Context: an optimization exercise on an open-source flow, tuned for small area, a short achievable clock period and few clock cycles. The choices shown serve that exercise and are no tape-out recipe. The RTL was checked by simulation tests, not by an equivalence proof against the original design. Power figures rest on the tool's default switching activity, not on a simulated workload.

## flow/design.v

```verilog
function tp_(input [1:0] t); tp_ = t[0] & !t[1]; endfunction
function tn_(input [1:0] t); tn_ = t[1]; endfunction
function tz_(input [1:0] t); tz_ = !t[0]; endfunction
function [3:0] tfa(input [1:0] a, input [1:0] b, input cp, input ge);
	reg w2, w1, w0, wm1, wm2, c1, c0, cm, sp, sn, cpo, geo;
	begin
		w2 = tp_(a) & tp_(b);
		wm2 = tn_(a) & tn_(b);
		w1 = (tp_(a) & tz_(b)) | (tz_(a) & tp_(b));
		wm1 = (tn_(a) & tz_(b)) | (tz_(a) & tn_(b));
		w0 = !(w2 | wm2 | w1 | wm1);
		c1 = cp;
		c0 = ge & !cp;
		cm = !ge;
		sp = (w1 & c0) | (w0 & c1) | (w2 & cm) | (wm2 & c0) | (wm1 & cm);
		sn = (wm1 & c0) | (w0 & cm) | (wm2 & c1) | (w2 & c0) | (w1 & c1);
		cpo = (w2 & ge) | (w1 & cp);
		geo = !((wm2 & !cp) | (wm1 & !ge));
		tfa = {cpo, geo, sn, sp | sn};
	end
endfunction
`timescale 1ps / 1ps
`default_nettype none
module trisign #(parameter N = 9) (
	input wire [N-1:0] p,
	input wire [N-1:0] n,
	output wire pos,
	output wire neg
);
generate
	if (N == 1) begin : leaf
		assign pos = p[0];
		assign neg = n[0];
	end else begin : node
		localparam NL = N / 2;
		wire lp, ln, hp, hn;
		trisign #(.N(NL)) lo(.p(p[NL-1:0]), .n(n[NL-1:0]), .pos(lp), .neg(ln));
		trisign #(.N(N-NL)) hi(.p(p[N-1:NL]), .n(n[N-1:NL]), .pos(hp), .neg(hn));
		assign pos = hp | (!hn & lp);
		assign neg = hn | (!hp & ln);
	end
endgenerate
endmodule
`timescale 1ps / 1ps
`default_nettype none
module trimuldiv (
	input wire clk,
	input wire rst,
	input wire mul_start,
	input wire div_start,
	input wire [17:0] lhs,
	input wire [17:0] rhs,
	output wire mul_done,
	output wire [17:0] mul_res,
	output wire signed [1:0] mul_sf,
	output wire div_done,
	output wire div_by0,
	output wire [17:0] div_quo,
	output wire signed [1:0] div_quo_sf,
	output wire [17:0] div_rem,
	output wire signed [1:0] div_rem_sf
);
function tp_(input [1:0] t); tp_ = t[0] & !t[1]; endfunction
function tn_(input [1:0] t); tn_ = t[1]; endfunction
function tz_(input [1:0] t); tz_ = !t[0]; endfunction
function [3:0] tfa(input [1:0] a, input [1:0] b, input cp, input ge);
	reg w2, w1, w0, wm1, wm2, c1, c0, cm, sp, sn, cpo, geo;
	begin
		w2 = tp_(a) & tp_(b);
		wm2 = tn_(a) & tn_(b);
		w1 = (tp_(a) & tz_(b)) | (tz_(a) & tp_(b));
		wm1 = (tn_(a) & tz_(b)) | (tz_(a) & tn_(b));
		w0 = !(w2 | wm2 | w1 | wm1);
		c1 = cp;
		c0 = ge & !cp;
		cm = !ge;
		sp = (w1 & c0) | (w0 & c1) | (w2 & cm) | (wm2 & c0) | (wm1 & cm);
		sn = (wm1 & c0) | (w0 & cm) | (wm2 & c1) | (w2 & c0) | (w1 & c1);
		cpo = (w2 & ge) | (w1 & cp);
		geo = !((wm2 & !cp) | (wm1 & !ge));
		tfa = {cpo, geo, sn, sp | sn};
	end
endfunction
integer i;
reg [17:0] R;
reg [17:0] Q;
reg [17:0] D;
reg [3:0] cnt;
reg busy;
reg isdiv;
reg dm, dd;
reg dz;		 
reg first;	 
reg [1:0] S;	 
reg ng;		 
reg [1:0] QS;	 
reg [1:0] MS;	 
wire [1:0] qtop = Q[17:16];
wire tp = isdiv & tp_(qtop);
wire tn = isdiv & tn_(qtop);
wire [17:0] R1 = {R[15:0], tn, tp | tn};
wire [17:0] Q1 = {Q[15:0], 2'b00};
wire s_pos = tp_(S);
wire s_neg = tn_(S);
reg [8:0] q1p, q1n;
always @* begin
	for (i = 0; i < 9; i = i + 1) begin
		q1p[i] = tp_(Q1[2*i+:2]);
		q1n[i] = tn_(Q1[2*i+:2]);
	end
end
reg [8:0] dp, dn;
always @* begin
	for (i = 0; i < 9; i = i + 1) begin
		dp[i] = tp_(D[2*i+:2]);
		dn[i] = tn_(D[2*i+:2]);
	end
end
wire d_pos, d_neg;
trisign sgn_d(.p(dp), .n(dn), .pos(d_pos), .neg(d_neg));
wire q1_pos, q1_neg;
trisign sgn_q1(.p(q1p), .n(q1n), .pos(q1_pos), .neg(q1_neg));
reg [17:0] N;
always @* begin
	for (i = 0; i < 9; i = i + 1)
		N[2*i+:2] = {D[2*i+1] ^ (ng & D[2*i]), D[2*i]};
end
reg [17:0] L;
reg cp, ge;
reg [3:0] fa;
always @* begin
	cp = 0;
	ge = 1;
	for (i = 0; i < 9; i = i + 1) begin
		fa = tfa(R1[2*i+:2], N[2*i+:2], cp, ge);
		L[2*i+:2] = fa[1:0];
		cp = fa[3];
		ge = fa[2];
	end
end
reg [8:0] lp, ln, wp, wn;
always @* begin
	for (i = 0; i < 9; i = i + 1) begin
		lp[i] = tp_(L[2*i+:2]);
		ln[i] = tn_(L[2*i+:2]);
		wp[i] = (tp_(R1[2*i+:2]) & !ln[i]) | (lp[i] & !tn_(R1[2*i+:2]));
		wn[i] = (tn_(R1[2*i+:2]) & !lp[i]) | (ln[i] & !tp_(R1[2*i+:2]));
	end
end
wire l_pos, l_neg, w_pos, w_neg;
trisign sgn_l(.p(lp), .n(ln), .pos(l_pos), .neg(l_neg));
trisign sgn_w(.p(wp), .n(wn), .pos(w_pos), .neg(w_neg));
wire w_zero = !w_pos && !w_neg;
wire c_pos = s_pos & !first;
wire c_neg = s_neg & !first;
wire choose_div = (w_pos && c_pos) || (w_neg && c_neg)
	|| (w_zero && ((q1_pos && c_pos) || (q1_neg && c_neg)));
wire choose = isdiv ? choose_div : qtop[0];
wire qt_nz = isdiv && choose_div;
wire [1:0] qtrit_n = {qt_nz & !ng, qt_nz};
wire fd = first & isdiv;
wire ftp = tp_(qtop);
wire ftn = tn_(qtop);
wire d_hi0 = !(D[16] | D[14] | D[12] | D[10] | D[8] | D[6] | D[4]);
wire d_is1 = d_hi0 & !D[2] & D[0];
wire d_is2 = d_hi0 & D[2] & D[0] & (D[3] ^ D[1]);
wire f_tie = (q1_pos & ftp) | (q1_neg & ftn);
wire f_ch = (ftp | ftn) & (d_is1 | (d_is2 & f_tie));
wire [1:0] f_r0 = f_ch ? (d_is2 ? {ftp, 1'b1} : 2'b00) : qtop;
wire [1:0] f_qtrit = {f_ch & ((ftp & d_neg) | (ftn & d_pos)), f_ch};
wire [1:0] qtrit = fd ? f_qtrit : qtrit_n;
reg [9:0] dsuf;	 
reg r_tiny;
always @* begin
	dsuf[9] = 0;
	for (i = 8; i >= 0; i = i - 1)
		dsuf[i] = dsuf[i+1] | D[2*i];
	r_tiny = dsuf[4];
	for (i = 0; i < 9; i = i + 1)
		r_tiny = r_tiny & (!R[2*i] | (i + 5 <= 8 ? dsuf[(i + 5 <= 8) ? i + 5 : 9] : 1'b0));
end
wire skip3 = cnt > 1 && (isdiv ? r_tiny : (!Q[16] && !Q[14] && !Q[12]));
wire last = cnt == 0 || (skip3 && cnt == 2);
wire [1:0] t_next = skip3 ? Q[11:10] : Q[15:14];
wire [17:0] R_sh3 = {R[11:0], isdiv ? Q[17:12] : 6'b0};
wire [17:0] R_alt = skip3 ? R_sh3 : fd ? {16'b0, f_r0} : R1;
wire [17:0] R_next = choose ? L : R_alt;
wire [17:0] Q_next = skip3 ? {Q[11:0], 6'b0} : {Q[15:0], qtrit};
wire tx = isdiv && !last;
wire txp = tx & tp_(t_next);
wire txn = tx & tn_(t_next);
wire sa_pos = l_pos | (!l_neg & txp);	 
wire sa_neg = l_neg | (!l_pos & txn);
wire sb_pos = s_pos | (!s_neg & txp);	 
wire sb_neg = s_neg | (!s_pos & txn);
wire sf_pos = tp_(f_r0) | (!tn_(f_r0) & txp);	 
wire sf_neg = tn_(f_r0) | (!tp_(f_r0) & txn);
wire k1_pos = s_pos | (!s_neg & isdiv & tp_(Q[15:14]));
wire k1_neg = s_neg | (!s_pos & isdiv & tn_(Q[15:14]));
wire k_pos = k1_pos | (!k1_neg & isdiv & tp_(Q[13:12]));	 
wire k_neg = k1_neg | (!k1_pos & isdiv & tn_(Q[13:12]));
wire sk_pos = k_pos | (!k_neg & txp);	 
wire sk_neg = k_neg | (!k_pos & txn);
wire so_pos = skip3 ? sk_pos : fd ? sf_pos : sb_pos;
wire so_neg = skip3 ? sk_neg : fd ? sf_neg : sb_neg;
wire sn_pos = choose ? sa_pos : so_pos;
wire sn_neg = choose ? sa_neg : so_neg;
wire ng_a = sa_pos ^ d_neg;
wire ng_o = so_pos ^ d_neg;
wire ng_next = isdiv ? (choose_div ? ng_a : ng_o) : t_next[1];
wire start = mul_start | div_start;
always @(posedge clk) begin
	if (busy) begin
		R <= R_next;
		Q <= Q_next;
		S <= {sn_neg, sn_pos | sn_neg};
		ng <= ng_next;
		if (!QS[0])
			QS <= qtrit;
		if (!MS[0])
			MS <= {(tp_(qtop) & d_neg) | (tn_(qtop) & d_pos),
				(tp_(qtop) & d_pos) | (tn_(qtop) & d_neg) | (tp_(qtop) & d_neg) | (tn_(qtop) & d_pos)};
		cnt <= cnt - (skip3 ? 4'd3 : 4'd1);
	end else begin
		R <= 0;
		Q <= lhs;
		D <= rhs;
		S <= div_start ? lhs[17:16] : 2'b00;
		ng <= lhs[17];
		QS <= 0;
		MS <= 0;
		isdiv <= div_start;
		cnt <= 8;
	end
	dz <= !d_pos & !d_neg;
	first <= !busy;
	if (rst) begin
		busy <= 0;
		dm <= 0;
		dd <= 0;
	end else begin
		busy <= busy ? !last : start;
		dm <= busy && last && !isdiv;
		dd <= busy && last && isdiv;
	end
end
assign mul_done = dm;
assign mul_res = R;
assign mul_sf = MS;
assign div_done = dd;
assign div_by0 = dz;
assign div_quo = Q;
assign div_rem = R;
assign div_quo_sf = QS;
assign div_rem_sf = S;
endmodule
```

## flow/constraint.sdc

```tcl
create_clock -name core_clock -period 17.0 [get_ports {clk}]
set_input_delay 3.4000 -clock core_clock [delete_from_list [all_inputs] [get_ports {clk}]]
set_output_delay 3.4000 -clock core_clock [all_outputs]
set_load 0.01 [all_outputs]
```

## flow/config.mk

```make
export PLATFORM = sky130hd
export DESIGN_NAME = trimuldiv
export DESIGN_NICKNAME = trimuldiv
export VERILOG_FILES = /design/flow/design.v
export SDC_FILE = /design/flow/constraint.sdc
export NUM_CORES = 4
export LEC_CHECK = 0
export ABC_AREA = 1
export CAP_MARGIN = 20
export CORE_MARGIN = 2
export CORE_UTILIZATION = 65
export SLEW_MARGIN = 20
```

## flow/flow/run.sh

```bash
#!/bin/bash
# Standard layout with a small buffer on every port; the timing repairs aim
# for extra setup slack on the worst paths; a smaller clock tree without
# dummy loads; after global placement, stronger output buffers and
# stronger flip-flops driving them.
set -euo pipefail
HERE=$(pwd)
export BUFFER_PORTS_ARGS="-buffer_cell sky130_fd_sc_hd__buf_1"
export SETUP_SLACK_MARGIN=12.75
export TNS_END_PERCENT=0
export CTS_ARGS="-sink_clustering_enable -repair_clock_nets -dont_use_dummy_load -sink_clustering_size 30 -buf_list sky130_fd_sc_hd__clkbuf_8"
export POST_GLOBAL_PLACE_TCL=$HERE/flow/upsize_out.tcl
bash standard.sh > standard.log 2>&1
```

## flow/flow/upsize_out.tcl

```tcl
# Output ports: a stronger port buffer, and a stronger flip-flop driving it.
proc my_upsize_outputs {} {
  set nb 0
  set nf 0
  set block [ord::get_db_block]
  foreach bt [$block getBTerms] {
    if {[$bt getIoType] != "OUTPUT"} { continue }
    set net [$bt getNet]
    foreach it [$net getITerms] {
      if {![$it isOutputSignal]} { continue }
      set inst [$it getInst]
      if {[[$inst getMaster] getName] == "sky130_fd_sc_hd__buf_1"} {
        replace_cell [get_cells [$inst getName]] sky130_fd_sc_hd__buf_2
        incr nb
      }
      foreach it2 [$inst getITerms] {
        if {![$it2 isInputSignal]} { continue }
        set n2 [$it2 getNet]
        if {$n2 == "NULL"} { continue }
        foreach it3 [$n2 getITerms] {
          if {![$it3 isOutputSignal]} { continue }
          set i3 [$it3 getInst]
          if {[regexp {^sky130_fd_sc_hd__dfxtp_1$} [[$i3 getMaster] getName]]} {
            replace_cell [get_cells [$i3 getName]] sky130_fd_sc_hd__dfxtp_4
            incr nf
          }
        }
      }
    }
  }
  puts "my_upsize_outputs: $nb buffers, $nf flip-flops"
}
my_upsize_outputs
```

## flow/standard.sh

```bash
#!/bin/bash
# synth_recipe.tcl (not shown) runs the flow's synth.tcl, then flattens the netlist and writes it again
# the make line also repeats each setting of config.mk as NAME=value (left out here)
make -C /OpenROAD-flow-scripts/flow DESIGN_CONFIG=/design/flow/config.mk WORK_HOME=/design/flow/orfs CLKGATE_MAP_FILE= SYNTH_SCRIPT=/design/flow/synth_recipe.tcl "${@:-finish}"
```

==> results.ini, run 1 <==
[status]
outcome=finished clean

[timing]
min_period_ns=4.29
hold_violations=0
maxSlewHeadroom=0.436
setup_ws_ns=12.71
fin_crit_sh=0.252
tightest_slew_ns=0.841
final_max_slew_viol_count=0
tns_ns=0
rsz0062_at_grt=yes
clock_skew_ns=0.0269
finalSetupViolations=0
fmax_ghz=0.233

[synth]
synth_commonest_cells=153 x nand2_1, 126 x inv_1, 108 x o21ai_0, 107 x nor2_1, 54 x nand3_1
postSynthAreaPerCell_um2=6.38
yosysSeqAreaShare=0.296
synth_flop_cell=dfxtp_1
synth_most_common_cell=nand2_1
synth_area_leader_cell=dfxtp_1
synthAdderAreaFrac=0.00598
synth_top_area_frac=0.191
synth_cell_types=48
synth_area_um2=5440
synth_nets=895
synth_area_leaders=dfxtp_1 19%, nand2_1 11%, edfxtp_1 10%
synth-compound-area-share=0.215
synth.ff_latch_count=71
ys_async_sr_fraction=0
syn_inst=853
yosys.area_share.simple=0.323
synth_xor_area_frac=0.00483
synth-edff-count=19
muxShareOfSynthArea=0
synth_top_family_by_area=simple AND/OR/NAND/NOR gates
ys_warn_count=1

[worst_setup_path]
start_kind=flip-flop
crit_chain=buf_2
endpoint_kind=output pin
path_delay_family=flip-flops
cp_max_fo=8
regToRegSetupSlack_ns=12.91
crit_type=flip-flop to output pin
worstPathArrival_ns=0.89
crit_slowest_cell=dfxtp_4
r2r-start=D[6]
r2r_cells=38
r2r-end=R[0]
required_ns=13.60
worst-path-buf-inv=1
slowest_delay_ns=0.41

[die]
core_um2=8180
die_y_um=95.5
initial_utilization=0.666
io_pins=103
row_count=33
die_area_um2=9120
die_w_um=95.5

[finish]
drive_above_1_share=0.258
diodes=0
final_area_um2=6370
seq_area_um2=1780
fill_cells=639
nets=983
synthToLayoutAreaGrowth_pct=17.1
utilization=0.780
multiInputGateArea_um2=3170

[worst_hold_path]
hold_end=cnt[0]
min-delay-start=cnt[0]
hold_depth=1
hold_path_class=flip-flop to flip-flop

[power_and_ir_drop]
fin_total_pwr_uw=1360
powerDensity_nw_per_um2=213
p_leak_uw=0.00314
irDropWorstVdd_mv=0.128

[drt]
routed_wl_um=16600
vias=6100
vias_per_cell=5.84
drc=0
drt-initial-drc-count=438
dr.pass1.iters=5
wl_per_cell_um=15.9
ant_nets=0

[clocking]
htreeDepth=3
clock_path_buffers=2
cts_buffers=9
cts_root_buffer=clkbuf_8
tritoncts=done
clk_pin_slew_ns=0.08
cts_sinks=71
insertion_delay_ns=0.35

[grt]
antenna_found_initial=0
grt.overflow.total=0
grt_max_degree=37
first_global_vias=5338
grt_first_pass_wirelength_um=24700
gr-usage-all-layers=0.346

[place]
dp_hpwl_um=12100
numPortBuffers=102
placed_area_um2=5910
place_ws_ns=12.67

[flow_run]
cap_violations=0

registers in the layout, summed over array words and instances (netlist names):
| signal | flops |
|---|---|
| first | 1 |
| busy | 1 |
| cnt | 4 |
| QS | 2 |
| S | 2 |
| D | 18 |
| isdiv | 1 |
| dm | 1 |
| Q | 18 |
| dd | 1 |
| R | 18 |
| MS | 2 |
| dz | 1 |
| ng | 1 |
worst reg2reg max path, delay by kind of cell (launching register included):
family                 cells  cell delay (ns)
buffers and inverters      7             0.64
DFF                        1             0.50
and+or+nand+nor           30             2.73
AOI/OAI and AO/OA          1             0.07
metal layers:
metal	global-route usage	vias up	share of wire
li1	-	2950	-
met1	0.445	2765	0.40
met2	0.589	338	0.49
met3	0.0451	47	0.079
met4	0.139	0	0.029
met5	0	-	0
logic make-up (layout without fill, tap and decap cells):
kind of cell             after synthesis  after routing
adder cells (fa/ha/maj)                2              2
flip-flops                            71             71
AND/OR/NAND/NOR                      387            389
XOR/XNOR                               3              3
AO/OA/AOI/OAI                        202            202
buffers and inverters                188            272
cell usage in the layout, fill, tap and decap left out, types with 18 or more instances in the layout:
| cell | count |
|---|---|
| a21oi_1 | 23 |
| buf_2 | 63 |
| inv_1 | 124 |
| buf_4 | 21 |
| edfxtp_1 | 19 |
| o21ai_0 | 93 |
| dfxtp_4 | 46 |
| nand2_2 | 35 |
| buf_1 | 39 |
| nand3_1 | 46 |
| o22ai_1 | 18 |
| nand2_1 | 147 |
| nor2_1 | 106 |
area by class of cell:
type                            count  share of cell area
Tap cell                          105              0.0206
Timing Repair inverter              1             0.00137
Multi-Input combinational cell    596               0.498
Sequential cell                    71               0.280
Clock buffer                        9              0.0194
Inverter                          139              0.0838
Timing Repair Buffer              123              0.0972
what timing repair did:
item | in CTS | in global routing
buffers inserted | 0 | 18
hold buffers | 0 | 0
resized for setup | 1 | 58
setup endpoints to repair | 42 | 65
pin swaps | 0 | 14
gates cloned | 0 | 3
worst max-delay path by stage:
stage	cells past startpoint	endpoint	start
CTS	31	R[0]	isdiv
floorplan	1	mul_res[4]	R[4]
global route	33	ng	D[0]
detailed placement	31	R[0]	ng
finish	1	mul_res[1]	R[1]
global placement	18	ng	R[4]
metrics by stage:
step | hold WS, ns | instances
floorplan | 0.414 | 853
finish | 0.456 | 1044
CTS | 0.462 | 1023
global route | 0.481 | 1044
global placement | 0.433 | 1014
detailed placement | 0.446 | 1014
where the power goes:
group          internal (µW)  switching, µW  leakage, µW
Sequential               247           66.7     0.000647
Clock                   47.3           59.2    0.0000647
Combinational            311            626      0.00243
Testbench counts, summed over its fixed seeds: cycles 27,762.
==> run 2, diff against run 1 <==
--- a/flow/flow/run.sh
+++ b/flow/flow/run.sh
@@ -6,7 +6,7 @@
 set -euo pipefail
 HERE=$(pwd)
 export BUFFER_PORTS_ARGS="-buffer_cell sky130_fd_sc_hd__buf_1"
-export SETUP_SLACK_MARGIN=12.75
+export SETUP_SLACK_MARGIN=12.35
 export TNS_END_PERCENT=0
 export CTS_ARGS="-sink_clustering_enable -repair_clock_nets -dont_use_dummy_load -sink_clustering_size 30 -buf_list sky130_fd_sc_hd__clkbuf_8"
 export POST_GLOBAL_PLACE_TCL=$HERE/flow/upsize_out.tcl
--- a/flow/flow/upsize_out.tcl
+++ b/flow/flow/upsize_out.tcl
@@ -21,7 +21,7 @@
           if {![$it3 isOutputSignal]} { continue }
           set i3 [$it3 getInst]
           if {[regexp {^sky130_fd_sc_hd__dfxtp_1$} [[$i3 getMaster] getName]]} {
-            replace_cell [get_cells [$i3 getName]] sky130_fd_sc_hd__dfxtp_4
+            replace_cell [get_cells [$i3 getName]] sky130_fd_sc_hd__dfxtp_2
             incr nf
           }
         }
==> results.ini, run 2 <==
[status]
outcome=finished clean

[die]
die_y_um=95.5  ; unchanged
die_w_um=95.5  ; unchanged
initial_utilization=0.666  ; unchanged
row_count=33  ; unchanged
io_pins=103  ; unchanged
core_um2=8180  ; unchanged
die_area_um2=9120  ; unchanged

[power_and_ir_drop]
switchingPower_uw=702  ; -6.7%
power_frac_comb=0.677  ; -0.013
powerDensity_nw_per_um2=212  ; -0.68%
intPower_uw=564  ; -6.8%
clkPwrFrac=0.083  ; +0.005
power_frac_seq=0.240  ; +0.009
irDropWorstVdd_mv=0.106  ; -17%
p_leak_uw=0.00301  ; -4.2%
power_switching_share=0.554  ; about the same

[synth]
synth_most_common_cell=nand2_1
synth.ff_latch_count=71  ; unchanged
ys_async_sr_fraction=0  ; unchanged
synth_cell_types=48  ; unchanged
yosysSeqAreaShare=0.296  ; unchanged
synth-edff-count=19  ; unchanged
synth_flop_cell=dfxtp_1
synth_area_leaders=dfxtp_1 19%, nand2_1 11%, edfxtp_1 10%
ys_warn_count=1  ; unchanged
synth_area_um2=5440  ; unchanged
synth_nets=895  ; unchanged
syn_inst=853  ; unchanged
synth_commonest_cells=153 x nand2_1, 126 x inv_1, 108 x o21ai_0, 107 x nor2_1, 54 x nand3_1
synth_area_leader_cell=dfxtp_1
postSynthAreaPerCell_um2=6.38  ; unchanged
synth_top_area_frac=0.191  ; unchanged

[timing]
finalSetupViolations=0  ; unchanged
maxSlewHeadroom=0.437  ; +0.00148
fmax_ghz=0.228  ; -2.3%
rsz0062_at_grt=no
tns_ns=0  ; unchanged
clock_skew_ns=0.0306  ; +0.00366 ns
fin_crit_sh=0.258  ; +0.00594
final_max_slew_viol_count=0  ; unchanged
hold_violations=0  ; unchanged
min_period_ns=4.39  ; +0.101 ns
tightest_slew_ns=0.839  ; -0.00220 ns
whs_ns=0.460  ; +0.00429 ns

[worst_setup_path]
worstPathArrival_ns=0.99  ; +0.10 ns
crit_slowest_cell=dfxtp_2
regToRegSetupSlack_ns=12.77  ; -0.14 ns
slowest_delay_ns=0.47  ; +0.06 ns
critPathCapture=mul_res[4]
worstSetupStartpoint=R[4]
cp_max_fo=8  ; unchanged
crit_type=flip-flop to output pin
r2r-start=D[14]
crit_chain=buf_2
endpoint_kind=output pin
required_ns=13.60  ; about the same
path_delay_family=flip-flops
start_kind=flip-flop
r2r_cells=19  ; -50%
worst-path-buf-inv=1  ; unchanged
worst-path-stages=1  ; unchanged
r2r-end=ng

[worst_hold_path]
hold_path_class=flip-flop to flip-flop

[drt]
vias=5941  ; -2.6%
wl_per_cell_um=15.1  ; -4.7%
vias_per_cell=5.77  ; -1.3%
ant_nets=0  ; unchanged
drc=0  ; unchanged
routed_wl_um=15600  ; -6.0%
dr.pass1.iters=5  ; unchanged
drt-initial-drc-count=451  ; +3.0%

[clocking]
cts_sinks=71  ; unchanged
clock_path_buffers=2  ; unchanged
cts_root_buffer=clkbuf_8
insertion_delay_ns=0.36  ; about the same
htreeDepth=3  ; unchanged
clk_pin_slew_ns=0.07  ; about the same
tritoncts=done
cts_buffers=9  ; unchanged

[flow_run]
cap_violations=0  ; unchanged

[grt]
antenna_found_initial=0  ; unchanged
gr-usage-all-layers=0.342  ; -0.00444
grt_max_degree=37  ; unchanged
grt_first_pass_wirelength_um=24200  ; -1.8%
first_global_vias=5209  ; -2.4%
grt.overflow.total=0  ; unchanged

[finish]
nets=969  ; -1.4%
synthToLayoutAreaGrowth_pct=9.95
drive_above_1_share=0.222  ; -0.0361
final_cell_mix=152 x nand2_1, 125 x inv_1, 108 x o21ai_0
reg.largest.list=D: 18 flops, Q: 18 flops, R: 18 flops
diodes=0  ; unchanged
mostFrequentLayoutCell=nand2_1

[place]
dp_hpwl_um=11900  ; -1.0%
numPortBuffers=102  ; unchanged

[run 2: cell counts after synthesis]
No cell type changed its count.
[run 2: power groups by stage]
stage	registers (µW)	clock network, µW	logic (µW)
after floorplan	288	0	652
after global placement	296	0	793
after detailed placement	305	0	828
after CTS	302	106	833
after global routing	312	110	959
final	304	105	857
[run 2: layout make-up]
type	count	area, µm²
repair buffers	112	537
clock buffers	9	124
flip-flops and latches	71	1670
inverters	139	522
fillers	717	2190
multi-input cells	594	3000
well taps	105	131
[run 2: worst min path at each step]
stage | slack [ns] | cells past startpoint | from | to
3_3_place_gp | 0.43 | 1 | cnt[0] | cnt[0]
4_1_cts | 0.47 | 1 | cnt[0] | cnt[0]
5_1_grt | 0.49 | 1 | cnt[0] | cnt[0]
6_report | 0.46 | 1 | cnt[0] | cnt[0]
3_5_place_dp | 0.46 | 1 | cnt[0] | cnt[0]
2_1_floorplan | 0.41 | 1 | cnt[0] | cnt[0]
[run 2: cell families after synthesis]
kind of cell | count (synthesis) | share of synthesized area
flip-flops | 71 | 0.296
AO/OA/AOI/OAI | 202 | 0.215
XOR/XNOR | 3 | 0.00483
AND/OR/NAND/NOR | 387 | 0.323
adder cells (fa/ha/maj) | 2 | 0.00598
buffers and inverters | 188 | 0.155
[run 2: per-layer routing]
metal  vias to the layer above  wire [µm]  global-route usage
met1                      2671       6420               0.437
met5                         -          0                   0
met3                        54       1340              0.0680
met2                       311       7240               0.559
li1                       2905          -                   -
met4                         0        564               0.154
[run 2: timing repair]
item                       in CTS  in global routing
setup buffers                   0                  7
hold buffers                    0                  0
gates resized for setup         0                  4
setup endpoints to repair       0                 24
[run 2: per-stage QoR]
stage	std cells	instance area, µm²	utilization	power, µW	setup slack [ns]
4_1_cts	1023	5920	0.724	1240	12.60
6_report	1030	5990	0.732	1270	12.61
3_3_place_gp	1014	5660	0.692	1090	12.74
3_5_place_dp	1014	5790	0.709	1130	12.66
5_1_grt	1030	5990	0.732	1380	12.35
2_1_floorplan	853	5440	-	940	12.94
==> run 3, diff against run 2 <==
--- a/flow/flow/run.sh
+++ b/flow/flow/run.sh
@@ -6,7 +6,7 @@
 set -euo pipefail
 HERE=$(pwd)
 export BUFFER_PORTS_ARGS="-buffer_cell sky130_fd_sc_hd__buf_1"
-export SETUP_SLACK_MARGIN=12.35
+export SETUP_SLACK_MARGIN=12.5
 export TNS_END_PERCENT=0
 export CTS_ARGS="-sink_clustering_enable -repair_clock_nets -dont_use_dummy_load -sink_clustering_size 30 -buf_list sky130_fd_sc_hd__clkbuf_8"
 export POST_GLOBAL_PLACE_TCL=$HERE/flow/upsize_out.tcl
==> results.ini, run 3 <==
[status]
outcome=finished clean

[power_and_ir_drop]
clkPwrFrac=0.083  ; about the same
p_leak_uw=0.00301  ; about the same
power_frac_seq=0.240  ; about the same
irDropWorstVdd_mv=0.107  ; +0.49%
power_switching_share=0.555  ; +0.000939
fin_total_pwr_uw=1270  ; +0.24%
switchingPower_uw=705  ; +0.41%
power_frac_comb=0.677  ; about the same
intPower_uw=564  ; about the same
powerDensity_nw_per_um2=212  ; +0.24%

[clocking]
htreeDepth=3  ; unchanged
cts_sinks=71  ; unchanged
clock_path_buffers=2  ; unchanged
cts_root_buffer=clkbuf_8
cts_buffers=9  ; unchanged
clk_pin_slew_ns=0.07  ; about the same
hold_buffers=0  ; unchanged
tritoncts=done
insertion_delay_ns=0.35  ; about the same

[synth]
synth_area_leader_cell=dfxtp_1
synth_xor_area_frac=0.00483  ; unchanged
synth_most_common_cell=nand2_1
synth_area_leaders=dfxtp_1 19%, nand2_1 11%, edfxtp_1 10%
synth_commonest_cells=153 x nand2_1, 126 x inv_1, 108 x o21ai_0, 107 x nor2_1, 54 x nand3_1
ys_warn_count=1  ; unchanged
ys_async_sr_fraction=0  ; unchanged
synth_flop_cell=dfxtp_1
yosysSeqAreaShare=0.296  ; unchanged
synth.ff_latch_count=71  ; unchanged
synth_cell_types=48  ; unchanged
postSynthAreaPerCell_um2=6.38  ; unchanged
synth-compound-area-share=0.215  ; unchanged
synth_top_area_frac=0.191  ; unchanged
syn_inst=853  ; unchanged
synth_area_um2=5440  ; unchanged
synth_top_family_by_area=simple AND/OR/NAND/NOR gates
muxShareOfSynthArea=0  ; unchanged
yosys.area_share.simple=0.323  ; unchanged
synth-edff-count=19  ; unchanged
synthAdderAreaFrac=0.00598  ; unchanged
synth_nets=895  ; unchanged

[flow_run]
cap_violations=0  ; unchanged

[drt]
dr.pass1.iters=7  ; +2
vias_per_cell=5.77  ; about the same
drt-initial-drc-count=444  ; -1.6%
drc=0  ; unchanged
ant_nets=0  ; unchanged
wl_per_cell_um=15.2  ; +0.34%
routed_wl_um=15600  ; +0.34%
vias=5942  ; +0.017%

[die]
die_w_um=95.5  ; unchanged
die_area_um2=9120  ; unchanged
row_count=33  ; unchanged
initial_utilization=0.666  ; unchanged
die_y_um=95.5  ; unchanged
io_pins=103  ; unchanged
core_um2=8180  ; unchanged

[timing]
fin_crit_sh=0.258  ; -0.000318
tightest_slew_ns=0.811  ; -0.0286 ns
setup_ws_ns=12.61  ; +0.00540 ns
min_period_ns=4.39  ; -0.00540 ns
rsz0062_at_grt=yes
tns_ns=0  ; unchanged
maxSlewHeadroom=0.456  ; +0.0192
hold_violations=0  ; unchanged
finalSetupViolations=0  ; unchanged
fmax_ghz=0.228  ; +0.12%
clock_skew_ns=0.0306  ; +0.0000575 ns
final_max_slew_viol_count=0  ; unchanged

[finish]
nets=969  ; unchanged
seq_area_um2=1670  ; unchanged
final_cell_mix=152 x nand2_1, 125 x inv_1, 107 x nor2_1
drive_above_1_share=0.222  ; unchanged
reg.largest.list=D: 18 flops, Q: 18 flops, R: 18 flops
mostFrequentLayoutCell=nand2_1
diodes=0  ; unchanged
multiInputGateArea_um2=3000  ; unchanged
fin_cells=1030  ; unchanged
fill_cells=717  ; unchanged
synthToLayoutAreaGrowth_pct=9.95  ; unchanged

[place]
numPortBuffers=102  ; unchanged
dp_hpwl_um=11900  ; unchanged
placed_cells=1014  ; unchanged
place_ws_ns=12.66  ; unchanged

[worst_setup_path]
crit_slowest_cell=dfxtp_2
regToRegSetupSlack_ns=12.79  ; +0.02 ns
endpoint_kind=output pin
slowest_delay_ns=0.47  ; about the same
start_kind=flip-flop
cp_max_fo=8  ; unchanged
worst-path-buf-inv=1  ; unchanged
r2r-start=D[14]
r2r-end=ng
crit_chain=buf_2
path_delay_family=flip-flops
worst-path-stages=1  ; unchanged
crit_type=flip-flop to output pin
worstPathArrival_ns=0.99  ; about the same
required_ns=13.60  ; about the same
r2r_cells=24  ; +5

[grt]
grt_first_pass_wirelength_um=24200  ; unchanged
grt.overflow.total=0  ; unchanged
first_global_vias=5209  ; unchanged
grt_max_degree=37  ; unchanged
gr-usage-all-layers=0.342  ; unchanged
antenna_found_initial=0  ; unchanged

[worst_hold_path]
hold_path_class=flip-flop to flip-flop
hold_depth=1  ; unchanged
min-delay-start=cnt[0]
hold_end=cnt[0]

-- run 3: worst max path at each step --
stage                       endpoint   from
after floorplan           mul_res[4]   R[4]
after global placement            ng   R[4]
after detailed placement        R[0]     ng
after CTS                         ng  D[14]
after global routing            R[0]   D[2]
final                     div_rem[4]   R[4]
-- run 3: area by class of cell --
type | instances | area share
Multi-Input combinational cell | 594 | 0.501
Sequential cell | 71 | 0.279
Clock buffer | 9 | 0.0207
Inverter | 139 | 0.0872
Timing Repair Buffer | 112 | 0.0897
Tap cell | 105 | 0.0219
-- run 3: metrics by stage --
| step | cell area (µm²) | hold slack (ns) | util |
|---|---|---|---|
| floorplan | 5440 | 0.414 | - |
| global placement | 5660 | 0.433 | 0.692 |
| detailed placement | 5790 | 0.455 | 0.709 |
| CTS | 5920 | 0.468 | 0.724 |
| global route | 5990 | 0.485 | 0.732 |
| finish | 5990 | 0.465 | 0.732 |
-- run 3: power groups by stage --
stage	Clock, µW	Sequential [µW]	Combinational [µW]
after floorplan	0	288	652
after global placement	0	296	793
after detailed placement	0	305	828
after CTS	106	302	833
after global routing	110	312	959
final	106	304	859
-- run 3: timing repair --
item                                    CTS  global route
resized for setup                         0             6
endpoints found under the setup margin    0            25
buffers inserted                          0             7
-- run 3: logic make-up after synthesis --
group / after synthesis
AND/OR/NAND/NOR: 387
AO/OA/AOI/OAI: 202
buffers and inverters: 188
flip-flops: 71
XOR/XNOR: 3
adder cells (fa/ha/maj): 2
-- run 3: per-layer routing --
| metal | vias up | part of all wire | GRT usage |
|---|---|---|---|
| li1 | 2905 | - | - |
| met1 | 2678 | 0.41 | 0.437 |
| met2 | 307 | 0.47 | 0.559 |
| met3 | 52 | 0.085 | 0.0680 |
| met4 | 0 | 0.035 | 0.154 |
| met5 | - | 0 | 0 |
==> run 4, diff against run 3 <==
--- a/flow/flow/run.sh
+++ b/flow/flow/run.sh
@@ -6,7 +6,7 @@
 set -euo pipefail
 HERE=$(pwd)
 export BUFFER_PORTS_ARGS="-buffer_cell sky130_fd_sc_hd__buf_1"
-export SETUP_SLACK_MARGIN=12.5
+export SETUP_SLACK_MARGIN=12.65
 export TNS_END_PERCENT=0
 export CTS_ARGS="-sink_clustering_enable -repair_clock_nets -dont_use_dummy_load -sink_clustering_size 30 -buf_list sky130_fd_sc_hd__clkbuf_8"
 export POST_GLOBAL_PLACE_TCL=$HERE/flow/upsize_out.tcl
--- a/flow/config.mk
+++ b/flow/config.mk
@@ -8,5 +8,5 @@
 export ABC_AREA = 1
 export CAP_MARGIN = 20
 export CORE_MARGIN = 2
-export CORE_UTILIZATION = 65
+export CORE_UTILIZATION = 58
 export SLEW_MARGIN = 20
==> results.ini, run 4 <==
[finish]
final_cell_mix=152 x nand2_1, 125 x inv_1, 105 x nor2_1
nets=974  ; +0.52%
final_area_um2=6110  ; +2.0%
fin_cells=1041  ; +1.1%
diodes=0  ; unchanged
mostFrequentLayoutCell=nand2_1
reg.largest.list=D: 18 flops, Q: 18 flops, R: 18 flops
drive_above_1_share=0.238  ; +0.0160
synthToLayoutAreaGrowth_pct=12.2
fill_cells=860  ; +20%

[timing]
maxSlewHeadroom=0.527  ; +0.0707
final_max_slew_viol_count=0  ; unchanged
rsz0062_at_grt=yes
setup_ws_ns=12.66  ; +0.0495 ns
fmax_ghz=0.231  ; +1.1%
tns_ns=0  ; unchanged
finalSetupViolations=0  ; unchanged
fin_crit_sh=0.255  ; -0.00291
tightest_slew_ns=0.701  ; -0.110 ns
hold_violations=0  ; unchanged
min_period_ns=4.34  ; -0.0495 ns
clock_skew_ns=0.0184  ; -0.0122 ns

[worst_setup_path]
slowest_delay_ns=0.44  ; -0.03 ns
worst-path-buf-inv=1  ; unchanged
worstPathArrival_ns=0.94  ; -0.05 ns
path_delay_family=flip-flops
cp_max_fo=8  ; unchanged
start_kind=flip-flop
crit_type=flip-flop to output pin
crit_slowest_cell=dfxtp_2
endpoint_kind=output pin
required_ns=13.60  ; about the same
crit_chain=buf_2

[drt]
routed_wl_um=16300  ; +4.1%
vias=5971  ; +0.49%
wl_met2_um=7730  ; +6.3%
vias_per_cell=5.74  ; -0.57%
ant_nets=0  ; unchanged
wl_met1_um=6840  ; +5.6%
drt-initial-drc-count=482  ; +8.6%
route.met3.wl_um=1250  ; -5.9%
dr.pass1.iters=8  ; +1
wl_per_cell_um=15.6  ; +3.0%
drc=0  ; unchanged
top_layer_used=met4

[flow_run]
cap_violations=0  ; unchanged

[die]
die_w_um=101  ; +5.6%
die_area_um2=10200  ; +12%
io_pins=103  ; unchanged
initial_utilization=0.595  ; -0.0711
core_um2=9150  ; +12%
die_y_um=101  ; +5.6%
row_count=35  ; +6.1%

[grt]
antenna_found_initial=0  ; unchanged
gr-usage-all-layers=0.317  ; -0.0250
first_global_vias=5457  ; +4.8%
grt_max_degree=41  ; +11%
grt_first_pass_wirelength_um=25700  ; +6.0%
grt.overflow.total=0  ; unchanged

[power_and_ir_drop]
p_leak_uw=0.00305  ; +1.3%
power_frac_comb=0.685  ; +0.008
irDropWorstVdd_mv=0.103  ; -3.7%
switchingPower_uw=723  ; +2.6%
power_frac_seq=0.234  ; -0.006
powerDensity_nw_per_um2=213  ; +0.45%
fin_total_pwr_uw=1300  ; +2.5%
clkPwrFrac=0.081  ; -0.002
power_switching_share=0.556  ; about the same
intPower_uw=578  ; +2.4%

[synth]
synth_top_area_frac=0.191  ; unchanged
synth_cell_types=48  ; unchanged
synth_nets=895  ; unchanged
synth_area_leaders=dfxtp_1 19%, nand2_1 11%, edfxtp_1 10%
ys_async_sr_fraction=0  ; unchanged
synth_commonest_cells=153 x nand2_1, 126 x inv_1, 108 x o21ai_0, 107 x nor2_1, 54 x nand3_1
postSynthAreaPerCell_um2=6.38  ; unchanged
yosysSeqAreaShare=0.296  ; unchanged
synth-edff-count=19  ; unchanged
synth_flop_cell=dfxtp_1
synth_area_um2=5440  ; unchanged
ys_warn_count=1  ; unchanged
synth_most_common_cell=nand2_1
synth.ff_latch_count=71  ; unchanged
synth_area_leader_cell=dfxtp_1
syn_inst=853  ; unchanged

[clocking]
cts_buffers=9  ; unchanged
cts_sinks=71  ; unchanged
hold_buffers=0  ; unchanged
htreeDepth=3  ; unchanged
cts_root_buffer=clkbuf_8
clock_path_buffers=2  ; unchanged
insertion_delay_ns=0.35  ; about the same
clk_pin_slew_ns=0.07  ; about the same
tritoncts=done

[status]
outcome=finished clean

[place]
placed_area_um2=5800  ; +0.13%
placed_cells=1020  ; +0.59%
dp_hpwl_um=12000  ; +0.71%
place_ws_ns=12.47  ; -0.193 ns
numPortBuffers=102  ; unchanged

[worst_hold_path]
hold_path_class=flip-flop to flip-flop

run 4: per-stage QoR:
step                hold slack [ns]  utilization
global route                  0.496        0.667
global placement              0.436        0.619
floorplan                     0.414            -
CTS                           0.466        0.650
finish                        0.459        0.667
detailed placement            0.448        0.634
run 4: cell type report:
type / instances / area [µm²] / area share
inverters: 139 / 524 / 0.0858
flip-flops and latches: 71 / 1670 / 0.274
well taps: 111 / 139 / 0.0227
repair buffers: 114 / 552 / 0.0903
multi-input cells: 597 / 3100 / 0.507
clock buffers: 9 / 124 / 0.0203
run 4: logic make-up (layout without fill, tap and decap cells):
family          count (synthesis)  count (layout)  synth area share
fa+ha+maj                       2               2           0.00598
flops                          71              71             0.296
compound gates                202             202             0.215
simple gates                  387             390             0.323
buf+inv                       188             262             0.155
xor+xnor                        3               3           0.00483
run 4: path summary, 6_finish.rpt:
path	startpoint	endpoint	slack, ns	cells after the start
worst max-delay path	R[4]	div_rem[4]	12.66	1
worst max register to register	D[6]	R[14]	12.98	26
worst min-delay path	cnt[0]	cnt[0]	0.46	1
worst min register to register	cnt[0]	cnt[0]	0.46	1
run 4: layer usage:
metal  vias up  GRT usage
met1      2719      0.417
met4         0      0.130
met3        38     0.0354
li1       2924          -
met2       290      0.530
met5         -          0
run 4: repair_timing:
item,CTS,global route
pin swaps,0,3
endpoints found under the setup margin,20,32
buffers inserted,3,6
cloned,0,3
gates resized for setup,1,23
run 4: power groups by stage:
stage          logic (µW)  clock network [µW]  registers, µW
2_1_floorplan         652                   0            288
3_3_place_gp          795                   0            299
3_5_place_dp          826                   0            308
4_1_cts               832                 107            304
5_1_grt               992                 113            312
6_report              891                 106            304
run 4: worst reg2reg max path, stage by stage, from the launching register on:
cell	delay, ns
edfxtp_1	0.51
inv_1	0.20
nor2_1	0.06
nand2_1	0.05
nand2_1	0.07
inv_2	0.09
nand2_4	0.06
a22oi_4	0.17
nor2_1	0.06
inv_1	0.09
o22ai_1	0.09
a22oi_1	0.39
inv_1	0.11
nand2_1	0.07
o21ai_0	0.12
o311ai_0	0.63
nand3_1	0.15
nand2_1	0.13
nand2_1	0.06
nand2_1	0.07
inv_2	0.05
nand2_2	0.12
nand2_8	0.11
nand2_8	0.12
nand2_2	0.08
nor2_2	0.13
nor2_1	0.08
==> run 5, diff against run 4 <==
==> flow/flow/run.sh (replaced) <==
#!/bin/bash
# Standard layout with a small buffer on every port; the timing repairs aim
# for extra setup slack on the worst paths; a smaller clock tree without
# stronger flip-flops driving them.
set -euo pipefail
HERE=$(pwd)
export BUFFER_PORTS_ARGS="-buffer_cell sky130_fd_sc_hd__buf_1"
export SETUP_SLACK_MARGIN=12.5
export TNS_END_PERCENT=0
export CTS_ARGS="-sink_clustering_enable -repair_clock_nets -dont_use_dummy_load -sink_clustering_size 30 -buf_list sky130_fd_sc_hd__clkbuf_8"
bash standard.sh > standard.log 2>&1
--- a/flow/config.mk
+++ b/flow/config.mk
@@ -8,5 +8,5 @@
 export ABC_AREA = 1
 export CAP_MARGIN = 20
 export CORE_MARGIN = 2
-export CORE_UTILIZATION = 58
+export CORE_UTILIZATION = 65
 export SLEW_MARGIN = 20
removed: flow/flow/upsize_out.tcl
==> results.ini, run 5 <==
[status]
outcome=finished clean

[worst_hold_path]
hold_path_class=flip-flop to flip-flop
min-delay-start=cnt[0]
hold_end=cnt[0]
hold_depth=1  ; unchanged

[worst_setup_path]
crit_slowest_cell=dfxtp_1
path_delay_family=flip-flops
required_ns=13.60  ; about the same
worstPathArrival_ns=1.07  ; +0.13 ns
start_kind=flip-flop
cp_max_fo=8  ; unchanged
r2r_cells=31  ; +19%
slowest_delay_ns=0.53  ; +0.09 ns
r2r-start=ng
r2r-end=R[0]
worst-path-buf-inv=1  ; unchanged
endpoint_kind=output pin
regToRegSetupSlack_ns=12.73  ; -0.25 ns
crit_type=flip-flop to output pin
crit_chain=buf_1

[synth]
synth_cell_types=48  ; unchanged
synth_top_area_frac=0.191  ; unchanged
synth_top_family_by_area=simple AND/OR/NAND/NOR gates
syn_inst=853  ; unchanged
yosysSeqAreaShare=0.296  ; unchanged
synth_flop_cell=dfxtp_1
yosys.area_share.simple=0.323  ; unchanged
muxShareOfSynthArea=0  ; unchanged
synth.ff_latch_count=71  ; unchanged
synthAdderAreaFrac=0.00598  ; unchanged
synth_commonest_cells=153 x nand2_1, 126 x inv_1, 108 x o21ai_0, 107 x nor2_1, 54 x nand3_1
ys_warn_count=1  ; unchanged
synth_area_um2=5440  ; unchanged
synth-edff-count=19  ; unchanged
synth_area_leaders=dfxtp_1 19%, nand2_1 11%, edfxtp_1 10%
synth_area_leader_cell=dfxtp_1
synth_nets=895  ; unchanged
synth_most_common_cell=nand2_1
postSynthAreaPerCell_um2=6.38  ; unchanged
synth_xor_area_frac=0.00483  ; unchanged
synth-compound-area-share=0.215  ; unchanged
ys_async_sr_fraction=0  ; unchanged

[timing]
hold_violations=0  ; unchanged
rsz0062_at_grt=yes
final_max_slew_viol_count=0  ; unchanged
tightest_slew_ns=0.823  ; +0.122 ns
finalSetupViolations=0  ; unchanged
whs_ns=0.454  ; -0.00460 ns
tns_ns=0  ; unchanged
fin_crit_sh=0.263  ; +0.00787
min_period_ns=4.47  ; +0.134 ns
fmax_ghz=0.224  ; -3.0%
maxSlewHeadroom=0.448  ; -0.0788
clock_skew_ns=0.0332  ; +0.0148 ns

[drt]
routed_wl_um=15300  ; -6.1%
wl_per_cell_um=14.9  ; -4.5%
vias_per_cell=5.67  ; -1.1%
drt-initial-drc-count=426  ; -12%
ant_nets=0  ; unchanged
drc=0  ; unchanged
dr.pass1.iters=7  ; -1
vias=5810  ; -2.7%

[die]
initial_utilization=0.666  ; +0.0711
core_um2=8180  ; -11%
die_y_um=95.5  ; -5.3%
io_pins=103  ; unchanged
row_count=33  ; -5.7%
die_area_um2=9120  ; -10%
die_w_um=95.5  ; -5.3%

[clocking]
tritoncts=done
clock_path_buffers=2  ; unchanged
insertion_delay_ns=0.36  ; about the same
cts_root_buffer=clkbuf_8
cts_buffers=9  ; unchanged
cts_sinks=71  ; unchanged
clk_pin_slew_ns=0.08  ; about the same
htreeDepth=3  ; unchanged

[grt]
first_global_vias=5207  ; -4.6%
grt.overflow.total=0  ; unchanged
antenna_found_initial=0  ; unchanged
grt_max_degree=37  ; -9.8%
grt_first_pass_wirelength_um=23900  ; -6.7%
gr-usage-all-layers=0.336  ; +0.0188

[power_and_ir_drop]
powerDensity_nw_per_um2=213  ; +0.19%
p_leak_uw=0.00274  ; -10%
fin_total_pwr_uw=1240  ; -4.9%
irDropWorstVdd_mv=0.104  ; +1.2%

[finish]
fin_cells=1024  ; -1.6%
nets=963  ; -1.1%
reg.largest.list=D: 18 flops, Q: 18 flops, R: 18 flops
final_cell_mix=152 x nand2_1, 125 x inv_1, 108 x o21ai_0
mostFrequentLayoutCell=nand2_1
synthToLayoutAreaGrowth_pct=6.46
drive_above_1_share=0.100  ; -0.138
diodes=0  ; unchanged

[place]
place_congestion=1.07
numPortBuffers=102  ; unchanged
placed_cells=1014  ; -0.59%
dp_hpwl_um=11800  ; -1.9%

[flow_run]
cap_violations=0  ; unchanged

[run 5: timing repair]
action / 4_1_cts / 5_1_grt
pin swaps: 0 / 0
resized for setup: 1 / 2
hold buffers: 0 / 0
endpoints found under the hold margin: 0 / 0
setup endpoints to repair: 2 / 25
setup buffers: 0 / 1
[run 5: kinds of logic (layout without fill, tap and decap cells)]
family / count (synthesis) / count (layout)
compound gates: 202 / 202
fa+ha+maj: 2 / 2
simple gates: 387 / 387
flops: 71 / 71
xor+xnor: 3 / 3
buf+inv: 188 / 254
[run 5: worst max-delay path by stage]
stage                 end  slack (ns)  depth (start not counted)  startpoint
6_report       mul_res[2]       12.53                          1        R[2]
5_1_grt              R[0]       12.26                         35          ng
4_1_cts        mul_res[2]       12.55                          1        R[2]
3_5_place_dp         R[0]       12.67                         35          ng
3_3_place_gp           ng       12.74                         18        R[4]
2_1_floorplan  mul_res[4]       12.94                          1        R[4]
[run 5: metal layers]
metal / part of all wire / up-vias / global-route usage
met5: 0 / - / 0
met4: 0.027 / 0 / 0.124
met3: 0.088 / 38 / 0.0593
met2: 0.47 / 289 / 0.567
met1: 0.42 / 2597 / 0.429
li1: - / 2886 / -
[run 5: area by class of cell]
cell class | count | area, µm²
Sequential cell | 71 | 1610
Tap cell | 105 | 131
Multi-Input combinational cell | 594 | 2990
Timing Repair Buffer | 106 | 413
Clock buffer | 9 | 124
Fill cell | 746 | 2380
Inverter | 139 | 522
[run 5: through the flow]
| stage | util | setup slack (ns) | cell area (µm²) |
|---|---|---|---|
| after floorplan | - | 12.94 | 5440 |
| after global placement | 0.692 | 12.74 | 5660 |
| after detailed placement | 0.692 | 12.67 | 5660 |
| after CTS | 0.708 | 12.55 | 5780 |
| after global routing | 0.709 | 12.26 | 5800 |
| final | 0.709 | 12.53 | 5800 |
[run 5: power by group]
group / switching (µW) / total (µW) / internal [µW]
Sequential: 71.0 / 297 / 226
Clock: 58.4 / 106 / 47.3
Combinational: 570 / 834 / 265
==> run 6, diff against run 5 <==
--- a/flow/flow/run.sh
+++ b/flow/flow/run.sh
@@ -1,9 +1,8 @@
 #!/bin/bash
 # Standard layout with a small buffer on every port; the timing repairs aim
 # for extra setup slack on the worst paths; a smaller clock tree without
-# stronger flip-flops driving them.
+# dummy loads.
 set -euo pipefail
-HERE=$(pwd)
 export BUFFER_PORTS_ARGS="-buffer_cell sky130_fd_sc_hd__buf_1"
 export SETUP_SLACK_MARGIN=12.5
 export TNS_END_PERCENT=0
--- a/flow/config.mk
+++ b/flow/config.mk
@@ -8,5 +8,5 @@
 export ABC_AREA = 1
 export CAP_MARGIN = 20
 export CORE_MARGIN = 2
-export CORE_UTILIZATION = 65
+export CORE_UTILIZATION = 70
 export SLEW_MARGIN = 20
==> results.ini, run 6 <==
[place]
numPortBuffers=102  ; unchanged
place_congestion=0.912  ; -14%
dp_hpwl_um=11400  ; -3.0%
placed_area_um2=5660  ; about the same
placed_cells=1011  ; -0.30%

[clocking]
htreeDepth=3  ; unchanged
hold_buffers=0  ; unchanged
cts_root_buffer=clkbuf_8
clk_pin_slew_ns=0.08  ; about the same
cts_sinks=71  ; unchanged
clock_path_buffers=2  ; unchanged
tritoncts=done
insertion_delay_ns=0.35  ; about the same
cts_buffers=9  ; unchanged

[finish]
final_area_um2=5850  ; +0.86%
synthToLayoutAreaGrowth_pct=7.38
fill_cells=653  ; -12%
final_cell_mix=152 x nand2_1, 126 x inv_1, 108 x o21ai_0
seq_area_um2=1620  ; +0.15%
utilization=0.764  ; +0.0555
reg.largest.list=D: 18 flops, Q: 18 flops, R: 18 flops
diodes=0  ; unchanged
mostFrequentLayoutCell=nand2_1
fin_cells=1026  ; +0.20%
drive_above_1_share=0.105  ; +0.00487
multiInputGateArea_um2=3010  ; +0.71%
nets=968  ; +0.52%

[synth]
synth_cell_types=48  ; unchanged
syn_inst=853  ; unchanged
yosysSeqAreaShare=0.296  ; unchanged
synth_area_leaders=dfxtp_1 19%, nand2_1 11%, edfxtp_1 10%
postSynthAreaPerCell_um2=6.38  ; unchanged
ys_warn_count=1  ; unchanged
synth_top_area_frac=0.191  ; unchanged
synth_area_leader_cell=dfxtp_1
synth_area_um2=5440  ; unchanged
synth.ff_latch_count=71  ; unchanged
synth_flop_cell=dfxtp_1
synth_commonest_cells=153 x nand2_1, 126 x inv_1, 108 x o21ai_0, 107 x nor2_1, 54 x nand3_1
synth_most_common_cell=nand2_1
ys_async_sr_fraction=0  ; unchanged
synth_nets=895  ; unchanged
synth-edff-count=19  ; unchanged

[worst_setup_path]
worst-path-stages=1  ; unchanged
r2r_cells=35  ; +13%
crit_slowest_cell=dfxtp_1
crit_type=flip-flop to output pin
endpoint_kind=output pin
cp_max_fo=8  ; unchanged
worstSetupStartpoint=R[1]
critPathCapture=div_rem[1]
r2r-end=R[1]
worst-path-buf-inv=1  ; unchanged
crit_chain=buf_1
start_kind=flip-flop
regToRegSetupSlack_ns=12.78  ; +0.05 ns
r2r-start=D[0]
path_delay_family=flip-flops
slowest_delay_ns=0.53  ; about the same
worstPathArrival_ns=1.06  ; about the same
required_ns=13.60  ; about the same

[timing]
min_period_ns=4.46  ; -0.00850 ns
maxSlewHeadroom=0.387  ; -0.0611
clock_skew_ns=0.0208  ; -0.0124 ns
fmax_ghz=0.224  ; +0.19%
fin_crit_sh=0.262  ; -0.000500
final_max_slew_viol_count=0  ; unchanged
finalSetupViolations=0  ; unchanged
tns_ns=0  ; unchanged
whs_ns=0.468  ; +0.0141 ns
rsz0062_at_grt=yes
tightest_slew_ns=0.918  ; +0.0958 ns
hold_violations=0  ; unchanged

[grt]
gr-usage-all-layers=0.352  ; +0.0161
grt.overflow.total=0  ; unchanged
grt_max_degree=37  ; unchanged
first_global_vias=5313  ; +2.0%
grt_first_pass_wirelength_um=24000  ; +0.23%
antenna_found_initial=0  ; unchanged

[drt]
routed_wl_um=15400  ; +0.62%
vias=6002  ; +3.3%
dr.pass1.iters=5  ; -2
vias_per_cell=5.85  ; +3.1%
drc=0  ; unchanged
ant_nets=0  ; unchanged
wl_per_cell_um=15.0  ; +0.43%
drt-initial-drc-count=611  ; +43%

[power_and_ir_drop]
p_leak_uw=0.00277  ; +1.1%
powerDensity_nw_per_um2=214  ; +0.41%
irDropWorstVdd_mv=0.120  ; +16%

[die]
io_pins=103  ; unchanged
die_area_um2=8500  ; -6.9%
initial_utilization=0.712  ; +0.0460
die_y_um=92.2  ; -3.5%
row_count=32  ; -3.0%
core_um2=7650  ; -6.5%
die_w_um=92.2  ; -3.5%

[flow_run]
cap_violations=0  ; unchanged

[status]
outcome=finished clean

[worst_hold_path]
hold_depth=1  ; unchanged
hold_path_class=flip-flop to flip-flop

## run 6: cell counts after synthesis
No cell type changed its count.
## run 6: cell families after synthesis
| group | Yosys count | share of synthesized area |
|---|---|---|
| XOR/XNOR | 3 | 0.00483 |
| adder cells (fa/ha/maj) | 2 | 0.00598 |
| flip-flops | 71 | 0.296 |
| AO/OA/AOI/OAI | 202 | 0.215 |
| buffers and inverters | 188 | 0.155 |
| AND/OR/NAND/NOR | 387 | 0.323 |
## run 6: area by class of cell
cell class / instances / area share
Tap cell: 102 / 0.0218
Clock buffer: 9 / 0.0212
Multi-Input combinational cell: 595 / 0.515
Sequential cell: 71 / 0.277
Timing Repair Buffer: 110 / 0.0758
Inverter: 139 / 0.0893
## run 6: worst min path at each step
stage / startpoint / end
finish: cnt[0] / cnt[0]
global route: cnt[0] / cnt[0]
CTS: cnt[0] / cnt[0]
detailed placement: cnt[0] / cnt[0]
global placement: cnt[0] / cnt[0]
floorplan: cnt[0] / cnt[0]
## run 6: per-layer routing
metal	track usage	routed length, µm	vias to the layer above
li1	-	-	2895
met1	0.441	6070	2682
met2	0.588	7140	355
met3	0.0707	1490	70
met4	0.153	659	0
met5	0	0	-
## run 6: power breakdown
group          switching, µW  leakage, µW  internal [µW]
registers               71.7     0.000622            226
logic                    581      0.00208            269
clock network           57.9    0.0000647           47.3
total                    711      0.00277            542
## run 6: repair_timing
action,CTS,global route
pin swaps,0,0
gates cloned,0,1
endpoints found under the setup margin,3,25
buffers inserted,0,5
gates resized for setup,1,5
## run 6: stage by stage
step           power (µW)  setup WS [ns]
3_5_place_dp         1110          12.56
6_report             1250          12.54
4_1_cts              1220          12.49
3_3_place_gp         1080          12.74
5_1_grt              1360          12.39
2_1_floorplan         940          12.94
==> run 7, diff against run 6 <==
--- a/flow/config.mk
+++ b/flow/config.mk
@@ -8,5 +8,5 @@
 export ABC_AREA = 1
 export CAP_MARGIN = 20
 export CORE_MARGIN = 2
-export CORE_UTILIZATION = 70
+export CORE_UTILIZATION = 65
 export SLEW_MARGIN = 20
==> results.ini, run 7 <==
[finish]
diodes=0  ; unchanged
mostFrequentLayoutCell=nand2_1
fin_cells=1024  ; -0.19%
drive_above_1_share=0.100  ; -0.00487
reg.largest.list=D: 18 flops, Q: 18 flops, R: 18 flops
final_cell_mix=152 x nand2_1, 125 x inv_1, 108 x o21ai_0
nets=963  ; -0.52%
synthToLayoutAreaGrowth_pct=6.46
final_area_um2=5800  ; -0.86%

[drt]
drc=0  ; unchanged
dr.pass1.iters=7  ; +2
drt-initial-drc-count=426  ; -30%
ant_nets=0  ; unchanged
vias_per_cell=5.67  ; -3.0%
vias=5810  ; -3.2%
wl_per_cell_um=14.9  ; -0.42%
routed_wl_um=15300  ; -0.62%

[place]
placed_cells=1014  ; +0.30%
place_congestion=1.07  ; +17%
numPortBuffers=102  ; unchanged
placed_area_um2=5660  ; about the same
dp_hpwl_um=11800  ; +3.0%

[worst_setup_path]
cp_max_fo=8  ; unchanged
crit_type=flip-flop to output pin
endpoint_kind=output pin
crit_chain=buf_1
required_ns=13.60  ; about the same
start_kind=flip-flop
crit_slowest_cell=dfxtp_1
slowest_delay_ns=0.53  ; about the same
worst-path-buf-inv=1  ; unchanged
path_delay_family=flip-flops
worstPathArrival_ns=1.07  ; about the same

[die]
die_w_um=95.5  ; +3.6%
die_area_um2=9120  ; +7.4%
row_count=33  ; +3.1%
die_y_um=95.5  ; +3.6%
initial_utilization=0.666  ; -0.0460
io_pins=103  ; unchanged
core_um2=8180  ; +6.9%

[synth]
ys_warn_count=1  ; unchanged
synth_area_um2=5440  ; unchanged
synth_area_leader_cell=dfxtp_1
synth_most_common_cell=nand2_1
synth_cell_types=48  ; unchanged
synth_top_area_frac=0.191  ; unchanged
syn_inst=853  ; unchanged
ys_async_sr_fraction=0  ; unchanged
postSynthAreaPerCell_um2=6.38  ; unchanged
synth_nets=895  ; unchanged
synth_flop_cell=dfxtp_1
yosysSeqAreaShare=0.296  ; unchanged
synth.ff_latch_count=71  ; unchanged
synth_area_leaders=dfxtp_1 19%, nand2_1 11%, edfxtp_1 10%
synth_commonest_cells=153 x nand2_1, 126 x inv_1, 108 x o21ai_0, 107 x nor2_1, 54 x nand3_1
synth-edff-count=19  ; unchanged

[clocking]
cts_root_buffer=clkbuf_8
cts_sinks=71  ; unchanged
insertion_delay_ns=0.36  ; about the same
tritoncts=done
htreeDepth=3  ; unchanged
cts_buffers=9  ; unchanged
clock_path_buffers=2  ; unchanged
clk_pin_slew_ns=0.08  ; about the same

[grt]
grt.overflow.total=0  ; unchanged
grt_max_degree=37  ; unchanged
first_global_vias=5207  ; -2.0%
grt_first_pass_wirelength_um=23900  ; -0.23%
gr-usage-all-layers=0.336  ; -0.0161
antenna_found_initial=0  ; unchanged

[timing]
finalSetupViolations=0  ; unchanged
rsz0062_at_grt=yes
fin_crit_sh=0.263  ; +0.000500
tightest_slew_ns=0.823  ; -0.0958 ns
min_period_ns=4.47  ; +0.00850 ns
hold_violations=0  ; unchanged
final_max_slew_viol_count=0  ; unchanged
maxSlewHeadroom=0.448  ; +0.0611
clock_skew_ns=0.0332  ; +0.0124 ns
fmax_ghz=0.224  ; -0.19%
tns_ns=0  ; unchanged

[power_and_ir_drop]
fin_total_pwr_uw=1240  ; -1.3%
irDropWorstVdd_mv=0.104  ; -14%
p_leak_uw=0.00274  ; -1.1%
powerDensity_nw_per_um2=213  ; -0.41%

[flow_run]
cap_violations=0  ; unchanged

[worst_hold_path]
hold_path_class=flip-flop to flip-flop

[status]
outcome=finished clean

run 7: where the power goes:
part / total [µW] / switching [µW] / leakage (µW) / internal, µW
registers: 297 / 71.0 / 0.000622 / 226
clock network: 106 / 58.4 / 0.0000647 / 47.3
logic: 834 / 570 / 0.00205 / 265
run 7: final timing paths:
kind,start,endpoint,slack [ns],cells past startpoint
worst min-delay path,cnt[0],cnt[0],0.45,1
worst min register to register,cnt[0],cnt[0],0.45,1
worst max register to register,ng,R[0],12.73,31
worst max-delay path,R[2],mul_res[2],12.53,1
run 7: layer usage:
layer	vias up	track usage	routed length (µm)
met3	38	0.0593	1340
met1	2597	0.429	6350
li1	2886	-	-
met4	0	0.124	418
met5	-	0	0
met2	289	0.567	7160
run 7: logic make-up after synthesis:
kind of cell,Yosys count,synth area share
flops,71,0.296
fa+ha+maj,2,0.00598
buf+inv,188,0.155
xor+xnor,3,0.00483
compound gates,202,0.215
simple gates,387,0.323
run 7: metrics by stage:
stage / util / worst slack [ns] / hold slack, ns
detailed placement: 0.692 / 12.67 / 0.451
global route: 0.709 / 12.26 / 0.484
floorplan: - / 12.94 / 0.414
CTS: 0.708 / 12.55 / 0.460
global placement: 0.692 / 12.74 / 0.433
finish: 0.709 / 12.53 / 0.454
run 7: what timing repair did:
item	CTS	global route
resized for setup	1	2
buffers inserted	0	1
setup endpoints to repair	2	25
hold buffers	0	0
run 7: cell type report:
| cell class | count | area [µm²] |
|---|---|---|
| Clock buffer | 9 | 124 |
| Fill cell | 746 | 2380 |
| Tap cell | 105 | 131 |
| Sequential cell | 71 | 1610 |
| Timing Repair Buffer | 106 | 413 |
| Inverter | 139 | 522 |
| Multi-Input combinational cell | 594 | 2990 |
==> run 8, diff against run 7 <==
--- a/flow/flow/run.sh
+++ b/flow/flow/run.sh
@@ -4,7 +4,7 @@
 # dummy loads.
 set -euo pipefail
 export BUFFER_PORTS_ARGS="-buffer_cell sky130_fd_sc_hd__buf_1"
-export SETUP_SLACK_MARGIN=12.5
+export SETUP_SLACK_MARGIN=12.6
 export TNS_END_PERCENT=0
 export CTS_ARGS="-sink_clustering_enable -repair_clock_nets -dont_use_dummy_load -sink_clustering_size 30 -buf_list sky130_fd_sc_hd__clkbuf_8"
 bash standard.sh > standard.log 2>&1
==> results.ini, run 8 <==
[status]
outcome=finished clean

[synth]
synth_nets=895  ; unchanged
synth_commonest_cells=153 x nand2_1, 126 x inv_1, 108 x o21ai_0, 107 x nor2_1, 54 x nand3_1
synth_area_leaders=dfxtp_1 19%, nand2_1 11%, edfxtp_1 10%
synth.ff_latch_count=71  ; unchanged
ys_warn_count=1  ; unchanged
synth_flop_cell=dfxtp_1
postSynthAreaPerCell_um2=6.38  ; unchanged
synth_area_leader_cell=dfxtp_1
synth-edff-count=19  ; unchanged
synth_top_area_frac=0.191  ; unchanged
synth_area_um2=5440  ; unchanged
synth_most_common_cell=nand2_1
yosysSeqAreaShare=0.296  ; unchanged
syn_inst=853  ; unchanged
ys_async_sr_fraction=0  ; unchanged
synth_cell_types=48  ; unchanged

[power_and_ir_drop]
p_leak_uw=0.00277  ; +1.2%
irDropWorstVdd_mv=0.108  ; +3.4%
powerDensity_nw_per_um2=213  ; about the same

[clocking]
insertion_delay_ns=0.35  ; about the same
cts_sinks=71  ; unchanged
cts_buffers=9  ; unchanged
htreeDepth=3  ; unchanged
tritoncts=done
clock_path_buffers=2  ; unchanged
cts_root_buffer=clkbuf_8
clk_pin_slew_ns=0.06  ; -0.02 ns

[drt]
vias=5885  ; +1.3%
ant_nets=0  ; unchanged
dr.pass1.iters=7  ; unchanged
drt-initial-drc-count=502  ; +18%
wl_per_cell_um=15.0  ; +0.72%
drc=0  ; unchanged
routed_wl_um=15500  ; +1.3%
vias_per_cell=5.71  ; +0.70%

[place]
placed_cells=1014  ; unchanged
place_congestion=1.07  ; unchanged
numPortBuffers=102  ; unchanged
placed_area_um2=5660  ; unchanged
dp_hpwl_um=11800  ; unchanged

[grt]
grt_first_pass_wirelength_um=23900  ; unchanged
first_global_vias=5207  ; unchanged
gr-usage-all-layers=0.336  ; unchanged
grt.overflow.total=0  ; unchanged
antenna_found_initial=0  ; unchanged
grt_max_degree=37  ; unchanged

[finish]
drive_above_1_share=0.109  ; +0.00908
diodes=0  ; unchanged
synthToLayoutAreaGrowth_pct=7.75
mostFrequentLayoutCell=nand2_1
nets=969  ; +0.62%
final_cell_mix=152 x nand2_1, 125 x inv_1, 107 x o21ai_0
utilization=0.717  ; +0.00857
final_area_um2=5870  ; +1.2%
fin_cells=1030  ; +0.59%
reg.largest.list=D: 18 flops, Q: 18 flops, R: 18 flops

[worst_setup_path]
required_ns=13.60  ; about the same
crit_type=flip-flop to output pin
slowest_delay_ns=0.52  ; about the same
path_delay_family=flip-flops
crit_slowest_cell=dfxtp_1
endpoint_kind=output pin
crit_chain=buf_1
start_kind=flip-flop
cp_max_fo=8  ; unchanged
worst-path-buf-inv=1  ; unchanged
regToRegSetupSlack_ns=12.80  ; +0.07 ns
worstPathArrival_ns=1.03  ; -0.04 ns

[timing]
finalSetupViolations=0  ; unchanged
fin_crit_sh=0.261  ; -0.00224
maxSlewHeadroom=0.439  ; -0.00943
tightest_slew_ns=0.837  ; +0.0141 ns
min_period_ns=4.43  ; -0.0381 ns
hold_violations=0  ; unchanged
fmax_ghz=0.226  ; +0.86%
rsz0062_at_grt=yes
tns_ns=0  ; unchanged
final_max_slew_viol_count=0  ; unchanged
clock_skew_ns=0.0330  ; -0.000206 ns

[die]
row_count=33  ; unchanged
core_um2=8180  ; unchanged
initial_utilization=0.666  ; unchanged
die_w_um=95.5  ; unchanged
io_pins=103  ; unchanged
die_y_um=95.5  ; unchanged
die_area_um2=9120  ; unchanged

[worst_hold_path]
hold_path_class=flip-flop to flip-flop

[flow_run]
cap_violations=0  ; unchanged

-- run 8: cell counts after synthesis --
No cell type changed its count.
-- run 8: worst paths after layout --
check / start / to / cells past startpoint
worst max-delay path: R[1] / div_rem[1] / 1
worst min-delay path: cnt[0] / cnt[0] / 1
worst max register to register: D[14] / ng / 19
worst min register to register: cnt[0] / cnt[0] / 1
-- run 8: final cells by class --
type,count,area (µm²)
clock buffer,9,124
timing repair buffer,110,443
inverter,139,522
sequential,71,1620
fill,737,2310
tap,105,131
multi-input combinational,596,3030
-- run 8: kinds of logic after synthesis --
logic type,share of synthesized area
and+or+nand+nor,0.323
AOI/OAI and AO/OA,0.215
buffers and inverters,0.155
DFF,0.296
xor gates and xnor gates,0.00483
adders and majority gates,0.00598
-- run 8: repair_timing --
item / CTS / global route
endpoints found under the setup margin: 14 / 51
gates cloned: 0 / 2
pin swaps: 0 / 1
resized for setup: 1 / 8
buffers inserted: 0 / 5
hold buffers: 0 / 0
-- run 8: power by group --
group | internal, µW | total (µW) | switching, µW
Clock | 47.3 | 105 | 57.6
Sequential | 226 | 297 | 71.1
Combinational | 271 | 849 | 578
-- run 8: routing by layer --
layer / vias to the layer above / GRT usage / routed length (µm)
met5: - / 0 / 0
met4: 0 / 0.124 / 377
met3: 29 / 0.0593 / 1320
met2: 293 / 0.567 / 7360
met1: 2662 / 0.429 / 6410
li1: 2901 / - / -
-- run 8: metrics by stage --
stage	hold slack [ns]	worst slack [ns]	power, µW
2_1_floorplan	0.414	12.94	940
3_3_place_gp	0.433	12.74	1090
3_5_place_dp	0.451	12.67	1110
4_1_cts	0.460	12.55	1210
5_1_grt	0.484	12.47	1370
6_report	0.454	12.57	1250
